From an optimization exercise on the open Yosys and OpenROAD flow, aimed at small area, a short achievable clock period and few clock cycles; shortcuts taken in it are not production practice.
Only simulation tests tie the RTL to the original design; equivalence was not proved.
Power figures rest on the tool's default switching activity, not on a simulated workload.

Setup of v27:
==> flow/design.v (excerpt) <==
module proc (
   imem_addr, dmem_addr, dmem_wdata, dmem_we, halted,
   clk, rst, imem_data, dmem_rdata
   );
   input clk;
   input rst;
   input [15:0] imem_data;
   input [15:0] dmem_rdata;
   output [15:0] imem_addr;
   output [15:0] dmem_addr;
   output [15:0] dmem_wdata;
   output dmem_we;
   output halted;
   reg [15:0] ir;       
   reg [7:0]  sa, sb;   
   reg        spc;      
   reg        v;        
   reg        hf;       
   reg        sub;      
   reg        use_b;    
   reg [15:0] pcn;      
   reg [15:0] r0, r1, r2, r3, r4, r5, r6, r7;
   wire [4:0] op = ir[15:11];
   wire [2:0] rs = ir[10:8];
   wire [2:0] rt = ir[7:5];
   wire [2:0] rd = ir[4:2];
   wire is_halt  = (op == 5'b00000);
   wire is_link  = (op[4:1] == 4'b0011);                   
   wire is_br    = (op[4:2] == 3'b011);
   wire is_alui  = (op[4:2] == 3'b010);                    
   wire is_shi   = (op[4:2] == 3'b101);                    
   wire is_st    = (op == 5'b10000);
   wire is_ld    = (op == 5'b10001);
   wire is_slbi  = (op == 5'b10010);
   wire is_stu   = (op == 5'b10011);
   wire is_lbi   = (op == 5'b11000);
   wire is_btr   = (op == 5'b11001);
   wire is_shr   = (op == 5'b11010);
   wire is_arr   = (op == 5'b11011);
   wire is_set   = (op[4:2] == 3'b111);
   wire [15:0] a = ({16{spc}} & pcn) | ({16{sa[0]}} & r0) | ({16{sa[1]}} & r1) | ({16{sa[2]}} & r2) | ({16{sa[3]}} & r3)
                 | ({16{sa[4]}} & r4) | ({16{sa[5]}} & r5) | ({16{sa[6]}} & r6) | ({16{sa[7]}} & r7);
   wire [15:0] b = ({16{sb[0]}} & r0) | ({16{sb[1]}} & r1) | ({16{sb[2]}} & r2) | ({16{sb[3]}} & r3)
                 | ({16{sb[4]}} & r4) | ({16{sb[5]}} & r5) | ({16{sb[6]}} & r6) | ({16{sb[7]}} & r7);
   wire [15:0] sext5 = {{11{ir[4]}}, ir[4:0]};
   wire [15:0] sext8 = {{8{ir[7]}}, ir[7:0]};
   wire [15:0] imm = (op[4:2] == 3'b001) ? (op[0] ? {8'h00, ir[7:0]} : {{5{ir[10]}}, ir[10:0]})
  ...
==> flow/config.mk <==
export PLATFORM = sky130hd
export DESIGN_NAME = proc
export DESIGN_NICKNAME = proc
export VERILOG_FILES = /design/flow/design.v
export SDC_FILE = /design/flow/constraint.sdc
export NUM_CORES = 4
export LEC_CHECK = 0
export CAP_MARGIN = 20
export CORE_MARGIN = 2
export CORE_UTILIZATION = 40
export PLACE_DENSITY = 0.6
export SETUP_SLACK_MARGIN = 5
export SLEW_MARGIN = 20
==> flow/constraint.sdc <==
create_clock -name core_clock -period 12.0 [get_ports {clk}]
set_input_delay 2.4000 -clock core_clock [delete_from_list [all_inputs] [get_ports {clk}]]
set_output_delay 2.4000 -clock core_clock [all_outputs]
set_load 0.01 [all_outputs]
standard.sh (not shown) runs the stock make flow with config.mk's settings and CLKGATE_MAP_FILE= SYNTH_SCRIPT=/design/flow/synth_recipe.tcl, a recipe that flattens the netlist after the stock synthesis.
==> flow/flow/run.sh <==
#!/bin/bash
# The standard layout (the standard.sh: standard synthesis, ORFS floorplan to finish)
# with two choices of cells changed:
#  - every input and output port still gets its own buffer, but a plain buf_2 instead of
#    the delay cell (clkdlybuf4s50_1) that buffer_ports picks by default;
#  - clock tree synthesis as ORFS runs it, without dummy loads.
set -euo pipefail
bash standard.sh \
  "BUFFER_PORTS_ARGS=-buffer_cell sky130_fd_sc_hd__buf_2" \
  "CTS_ARGS=-sink_clustering_enable -repair_clock_nets -dont_use_dummy_load -buf_list sky130_fd_sc_hd__clkbuf_8 -sink_clustering_size 30" \
  finish > flow_make.log 2>&1
v27: all stages complete, timing, DRC and antenna checks passed
Testbench counts of v27, summed over its fixed seeds: cycles 36,069.
[inputs] v5 vs v27
- removing SETUP_SLACK_MARGIN (formerly 5)
--- a/flow/flow/run.sh
+++ b/flow/flow/run.sh
@@ -7,5 +7,5 @@
 set -euo pipefail
-bash standard.sh \
+bash standard.sh SETUP_SLACK_MARGIN=6.5 \
   "BUFFER_PORTS_ARGS=-buffer_cell sky130_fd_sc_hd__buf_2" \
-  "CTS_ARGS=-sink_clustering_enable -repair_clock_nets -dont_use_dummy_load -buf_list sky130_fd_sc_hd__clkbuf_8 -sink_clustering_size 30" \
+  "CTS_ARGS=-sink_clustering_enable -repair_clock_nets -dont_use_dummy_load" \
   finish > flow_make.log 2>&1
==> results.txt <==
Number of multi-input combinational cells delta (v27 -> v5): insignificant
Compared to v27, the router laid down more metal wire for v5.
v5 ended with more met3 track demand over resource than v27.
Setup changes, v5 to v36
- a change of CORE_UTILIZATION from 40 to 65
- a change of PLACE_DENSITY from 0.6 to 0.75
- an added SETUP_SLACK_MARGIN of 5
--- a/flow/flow/run.sh
+++ b/flow/flow/run.sh
@@ -7,3 +7,3 @@
 set -euo pipefail
-bash standard.sh SETUP_SLACK_MARGIN=6.5 \
+bash standard.sh \
   "BUFFER_PORTS_ARGS=-buffer_cell sky130_fd_sc_hd__buf_2" \
### Flow results
- Higher total routed wirelength was reported by v5, not v36.
- Diff v5 -> v36: required time of the worst setup path held steady, die area fell 11000 µm².
Input changes introduced in v57 (baseline for comparison: v36):
- a change of CORE_UTILIZATION from 65 to 40
- a deleted SETUP_SLACK_MARGIN that had been 5
- a change of PLACE_DENSITY from 0.75 to 0.6
--- a/flow/flow/run.sh
+++ b/flow/flow/run.sh
@@ -7,3 +7,3 @@
 set -euo pipefail
-bash standard.sh \
+bash standard.sh SETUP_SLACK_MARGIN=7.5 \
   "BUFFER_PORTS_ARGS=-buffer_cell sky130_fd_sc_hd__buf_2" \
### Flow results
Going from v36 to v57, the initial cell density of the core was found to have gone down by 26 points.
Against v36, total number of placement rows in v57 rose by more than a quarter.
Number of antenna cells inserted: lower on v57
For v48, these inputs were changed with respect to v57:
- an added SETUP_SLACK_MARGIN of 5
--- a/flow/flow/run.sh
+++ b/flow/flow/run.sh
@@ -7,5 +7,5 @@
 set -euo pipefail
-bash standard.sh SETUP_SLACK_MARGIN=7.5 \
+bash standard.sh \
   "BUFFER_PORTS_ARGS=-buffer_cell sky130_fd_sc_hd__buf_2" \
-  "CTS_ARGS=-sink_clustering_enable -repair_clock_nets -dont_use_dummy_load" \
+  "CTS_ARGS=-sink_clustering_enable -repair_clock_nets -dont_use_dummy_load -buf_list sky130_fd_sc_hd__clkbuf_8 -sink_clustering_size 20" \
   finish > flow_make.log 2>&1
Results
- Summary of v48 over v57: leakage power lower, minimum setup slack after placement fell 0.65 ns, depth of the worst register-to-register path decreased 5.
- Against v57, v48 reports a total wire length that is lower.
- Max freq v57 -> v48: degraded
- Master of the slowest instance on the critical path = sky130_fd_sc_hd__edfxtp_1: v57; master of the slowest instance on the critical path = sky130_fd_sc_hd__dfxtp_1: v48

========
Another version of the RTL of proc (not shown whole).
Size: ~210 flip-flops, about 84 I/O pins, about 13000 µm² of cells after synthesis.
Settings: LEC_CHECK=0, ABC_AREA=1, CAP_MARGIN=20, CORE_MARGIN=2, CORE_UTILIZATION=40, PLACE_DENSITY=0.6, SLEW_MARGIN=20, TNS_END_PERCENT=0; clock period 12.0 ns.
==> flow/flow/run.sh <==
#!/bin/bash
# The standard layout (the standard.sh: standard synthesis, ORFS floorplan to finish)
# with these changes, all passed to ORFS as make variables:
#  - ADDER_MAP_FILE is empty, so synthesis skips ORFS's adder step (extract_fa and the
#    mapping of adders to the ha/fa cells) and ABC maps the adders as plain logic;
#    the registers are those of the standard synthesis;
#  - repair_timing aims at a larger setup slack (SETUP_SLACK_MARGIN) at the design's
#    unchanged clock period;
#  - every input and output port still gets its own buffer, a plain buf_2 instead of
#    the delay cell (clkdlybuf4s50_1) that buffer_ports picks by default;
#  - clock tree synthesis as ORFS runs it, with clkbuf_8 and without dummy loads.
# make's output goes to flow_make.log; each ORFS step writes its own log under orfs/logs.
set -euo pipefail
bash standard.sh SETUP_SLACK_MARGIN=7.5 ADDER_MAP_FILE= \
  "BUFFER_PORTS_ARGS=-buffer_cell sky130_fd_sc_hd__buf_2" \
  "CTS_ARGS=-sink_clustering_enable -repair_clock_nets -dont_use_dummy_load -buf_list sky130_fd_sc_hd__clkbuf_4" \
  finish > flow_make.log 2>&1
The starting point completed without violations.
Testbench counts at the start, summed over its fixed seeds: cycles 36,069.
Edit:
--- a/flow/flow/run.sh
+++ b/flow/flow/run.sh
@@ -14,4 +14,4 @@
 bash standard.sh SETUP_SLACK_MARGIN=7.5 ADDER_MAP_FILE= \
   "BUFFER_PORTS_ARGS=-buffer_cell sky130_fd_sc_hd__buf_2" \
-  "CTS_ARGS=-sink_clustering_enable -repair_clock_nets -dont_use_dummy_load -buf_list sky130_fd_sc_hd__clkbuf_4" \
+  "CTS_ARGS=-sink_clustering_enable -repair_clock_nets -dont_use_dummy_load -buf_list sky130_fd_sc_hd__clkbuf_8" \
   finish > flow_make.log 2>&1
PLACE_DENSITY = 0.5   (was 0.6)
Power is higher by 8.7%.
Synthesized area does not change.
Wire length rose by 11%.
Utilization came out higher by 2.8 points.

========
proc with an RTL version that a note above also has.
For scale: about 1100 cells after synthesis, about 84 I/O pins.
clock: 12.0 ns
lec_check: 0
cap_margin: 20
core_margin: 2
core_utilization: 40
place_density: 0.6
setup_slack_margin: 5
slew_margin: 20
run.sh (not shown) runs the stock make flow with config.mk's settings and CLKGATE_MAP_FILE= SYNTH_SCRIPT=/design/flow/synth_recipe.tcl, a recipe that flattens the netlist after the stock synthesis.
Stock flow here: none of the scripts above is used.
The starting point ran to the end with no violations.
Testbench counts at the start, summed over its fixed seeds: cycles 36,069.
Change:
==> flow/flow/run.sh (new file) <==
#!/bin/bash
# The standard layout (the standard.sh: standard synthesis, ORFS floorplan to finish)
# with these changes:
#  - ABC maps the logic with flow/abc_area.script (ABC_AREA is 1) instead of ORFS's
#    abc_area.script; ORFS's scripts are copied into the work folder for that, nothing
#    else in them changes, and the registers are those of the standard synthesis;
#  - repair_timing aims at a larger setup slack (SETUP_SLACK_MARGIN) at the design's
#    unchanged clock period;
#  - every input and output port still gets its own buffer, a plain buf_2 instead of
#    the delay cell (clkdlybuf4s50_1) that buffer_ports picks by default;
#  - clock tree synthesis with clkbuf_8 and without dummy loads.
set -euo pipefail
rm -rf orfs_scripts
cp -r "$FLOW_HOME/scripts" orfs_scripts
cp flow/abc_area.script orfs_scripts/abc_area.script
bash standard.sh SCRIPTS_DIR="$PWD/orfs_scripts" SETUP_SLACK_MARGIN=5 \
  "BUFFER_PORTS_ARGS=-buffer_cell sky130_fd_sc_hd__buf_2" \
  "CTS_ARGS=-sink_clustering_enable -repair_clock_nets -dont_use_dummy_load -buf_list sky130_fd_sc_hd__clkbuf_8 -sink_clustering_size 20" \
  finish > flow_make.log 2>&1
==> flow/flow/abc_area.script (new file) <==
strash
dch
map -a
topo
stime -c
buffer -c
upsize -c
dnsize -c
==> flow/standard.sh (new file) <==
#!/bin/bash
# synth_recipe.tcl (not shown) runs the flow's synth.tcl, then flattens the netlist and writes it again
# the make line also repeats each setting of config.mk as NAME=value (left out here)
make -C /OpenROAD-flow-scripts/flow DESIGN_CONFIG=/design/flow/config.mk WORK_HOME=/design/flow/orfs CLKGATE_MAP_FILE= SYNTH_SCRIPT=/design/flow/synth_recipe.tcl "${@:-finish}"
--- a/flow/config.mk
+++ b/flow/config.mk
@@ -7,2 +7,3 @@
 export LEC_CHECK = 0
+export ABC_AREA = 1
 export CAP_MARGIN = 20
@@ -11,3 +12,2 @@
 export PLACE_DENSITY = 0.6
-export SETUP_SLACK_MARGIN = 5
 export SLEW_MARGIN = 20
removed: flow/run.sh
Utilization falls by 3.1 points.
Global-route usage fell by 0.85 points.
Clock power goes down by about 50%.
Change:
==> flow/flow/run.sh (replaced) <==
#!/bin/bash
# The standard layout (the standard.sh: standard synthesis, ORFS floorplan to finish)
# with these changes:
#  - repair_timing aims at a larger setup slack (SETUP_SLACK_MARGIN) at the design's
#    unchanged clock period;
#  - every input and output port still gets its own buffer, a plain buf_2 instead of
#    the delay cell (clkdlybuf4s50_1) that buffer_ports picks by default;
#  - clock tree synthesis as ORFS runs it, without dummy loads.
set -euo pipefail
bash standard.sh SETUP_SLACK_MARGIN=7 ADDER_MAP_FILE= \
  "BUFFER_PORTS_ARGS=-buffer_cell sky130_fd_sc_hd__buf_2" \
  "CTS_ARGS=-sink_clustering_enable -repair_clock_nets -dont_use_dummy_load" \
  finish > flow_make.log 2>&1
--- a/flow/config.mk
+++ b/flow/config.mk
@@ -13 +13,2 @@
 export SLEW_MARGIN = 20
+export TNS_END_PERCENT = 0
removed: flow/flow/abc_area.script
The changed run produced a clean layout.
Sequential power drops slightly.
Critical path depth climbs by 5.
Register-to-register slack degrades by 380 ps.
Worst setup slack improves by 1400 ps.
Maximum frequency climbs by a quarter to a third.
Synthesized area climbs by roughly a tenth.
Wire length climbs by about a fifth.
Change:
==> flow/run.sh (new file) <==
#!/bin/bash
# synth_recipe.tcl (not shown) runs the flow's synth.tcl, then flattens the netlist and writes it again
# the make line also repeats each setting of config.mk as NAME=value (left out here)
make -C /OpenROAD-flow-scripts/flow DESIGN_CONFIG=/design/flow/config.mk WORK_HOME=/design/flow/orfs CLKGATE_MAP_FILE= SYNTH_SCRIPT=/design/flow/synth_recipe.tcl finish
--- a/flow/config.mk
+++ b/flow/config.mk
@@ -7,3 +7,2 @@
 export LEC_CHECK = 0
-export ABC_AREA = 1
 export CAP_MARGIN = 20
@@ -12,2 +11,3 @@
 export PLACE_DENSITY = 0.6
+export SETUP_SLACK_MARGIN = 5
 export SLEW_MARGIN = 20
removed: flow/flow/run.sh
removed: flow/standard.sh
Outcome: The new run went through all stages and came out clean. Final area is lower by 11%. Worst setup slack got worse by 1600 ps. Via count is lower by 19%. Die area is lower by 8.0%. Routed wire length is lower by 10%. Clock skew is lower by 5.3 ps. Hold slack improved by 85 ps. Critical path depth is lower by 9. Power is higher by 8.3%. Clock-buffer cell count does not change. Combinational power is lower by about 1%.
Change:
==> flow/flow/run.sh (new file) <==
#!/bin/bash
# The standard layout (the standard.sh: standard synthesis, ORFS floorplan to finish)
# with two choices of cells changed:
#  - every input and output port still gets its own buffer, but a plain buf_2 instead of
#    the delay cell (clkdlybuf4s50_1) that buffer_ports picks by default;
#  - clock tree synthesis as ORFS runs it, without dummy loads.
set -euo pipefail
bash standard.sh \
  "BUFFER_PORTS_ARGS=-buffer_cell sky130_fd_sc_hd__buf_2" \
  "CTS_ARGS=-sink_clustering_enable -repair_clock_nets -dont_use_dummy_load" \
  finish > flow_make.log 2>&1
==> flow/standard.sh (new file) <==
#!/bin/bash
# synth_recipe.tcl (not shown) runs the flow's synth.tcl, then flattens the netlist and writes it again
# the make line also repeats each setting of config.mk as NAME=value (left out here)
make -C /OpenROAD-flow-scripts/flow DESIGN_CONFIG=/design/flow/config.mk WORK_HOME=/design/flow/orfs CLKGATE_MAP_FILE= SYNTH_SCRIPT=/design/flow/synth_recipe.tcl "${@:-finish}"
--- a/flow/config.mk
+++ b/flow/config.mk
@@ -13,2 +13 @@
 export SLEW_MARGIN = 20
-export TNS_END_PERCENT = 0
removed: flow/run.sh
The changed run passed the timing, DRC and antenna checks.
Final area goes down by 6.3%.
Worst setup slack gets worse by 17 ps.
Total power is lower by 10%.
Synthesized cell count does not change.
Non-clock buffer count goes down by 13.
Clock skew is higher by 13 ps.
Cell count decreases by 1.9%.
Die area does not change.
Maximum frequency hardly moves.
Clock-buffer cell count does not change.
Global-route usage drops by 0.81 points.

==> afterwards: timing with drivers on the ports <==
How much do the figures lean on ideal ports? The routed layouts below were timed once more, with nothing changed but the port constraints.
Step 1 assumes that a clkbuf_16 drives the clock port and a buf_2 every other input.
Step 2 also shifts input and output timing later by t, the mid clock arrival at the registers, as if the neighbouring blocks saw the same clock.
Slacks: ideal / step 1 / step 2; pairs: ideal / step 1.
run	shift t [ns]	setup slack, ns	latest minus earliest clock arrival (ns)	pins driven straight from the clock port
v27	0.520	5.060 / 5.017 / 5.536	0.046 / 0.047	1
v5	0.470	5.627 / 5.579 / 6.048	0.023 / 0.023	1
v36	0.476	5.134 / 5.085 / 5.561	0.028 / 0.028	1
v57	0.471	5.729 / 5.681 / 6.151	0.031 / 0.031	1
v48	0.520	5.060 / 5.017 / 5.536	0.046 / 0.047	1
the first run of note 2	0.694	7.094 / 7.047 / 6.736	0.116 / 0.116	1
the second run of note 2	0.571	7.148 / 7.099 / 6.777	0.045 / 0.045	1
the first run of note 3	0.494	5.138 / 5.087 / 5.582	0.016 / 0.017	1
the second run of note 3	0.503	5.179 / 5.133 / 5.636	0.034 / 0.034	1
the third run of note 3	0.479	6.619 / 6.568 / 6.621	0.021 / 0.021	1
the fourth run of note 3	0.494	5.050 / 5.001 / 5.495	0.014 / 0.015	1
the fifth run of note 3	0.477	5.033 / 4.986 / 5.463	0.028 / 0.028	1
After both steps setup and hold are still met in every run listed. For the second run of note 2, which loses most, drivers alone change the setup slack by -0.049 ns; drivers and shift together by -0.371 ns.
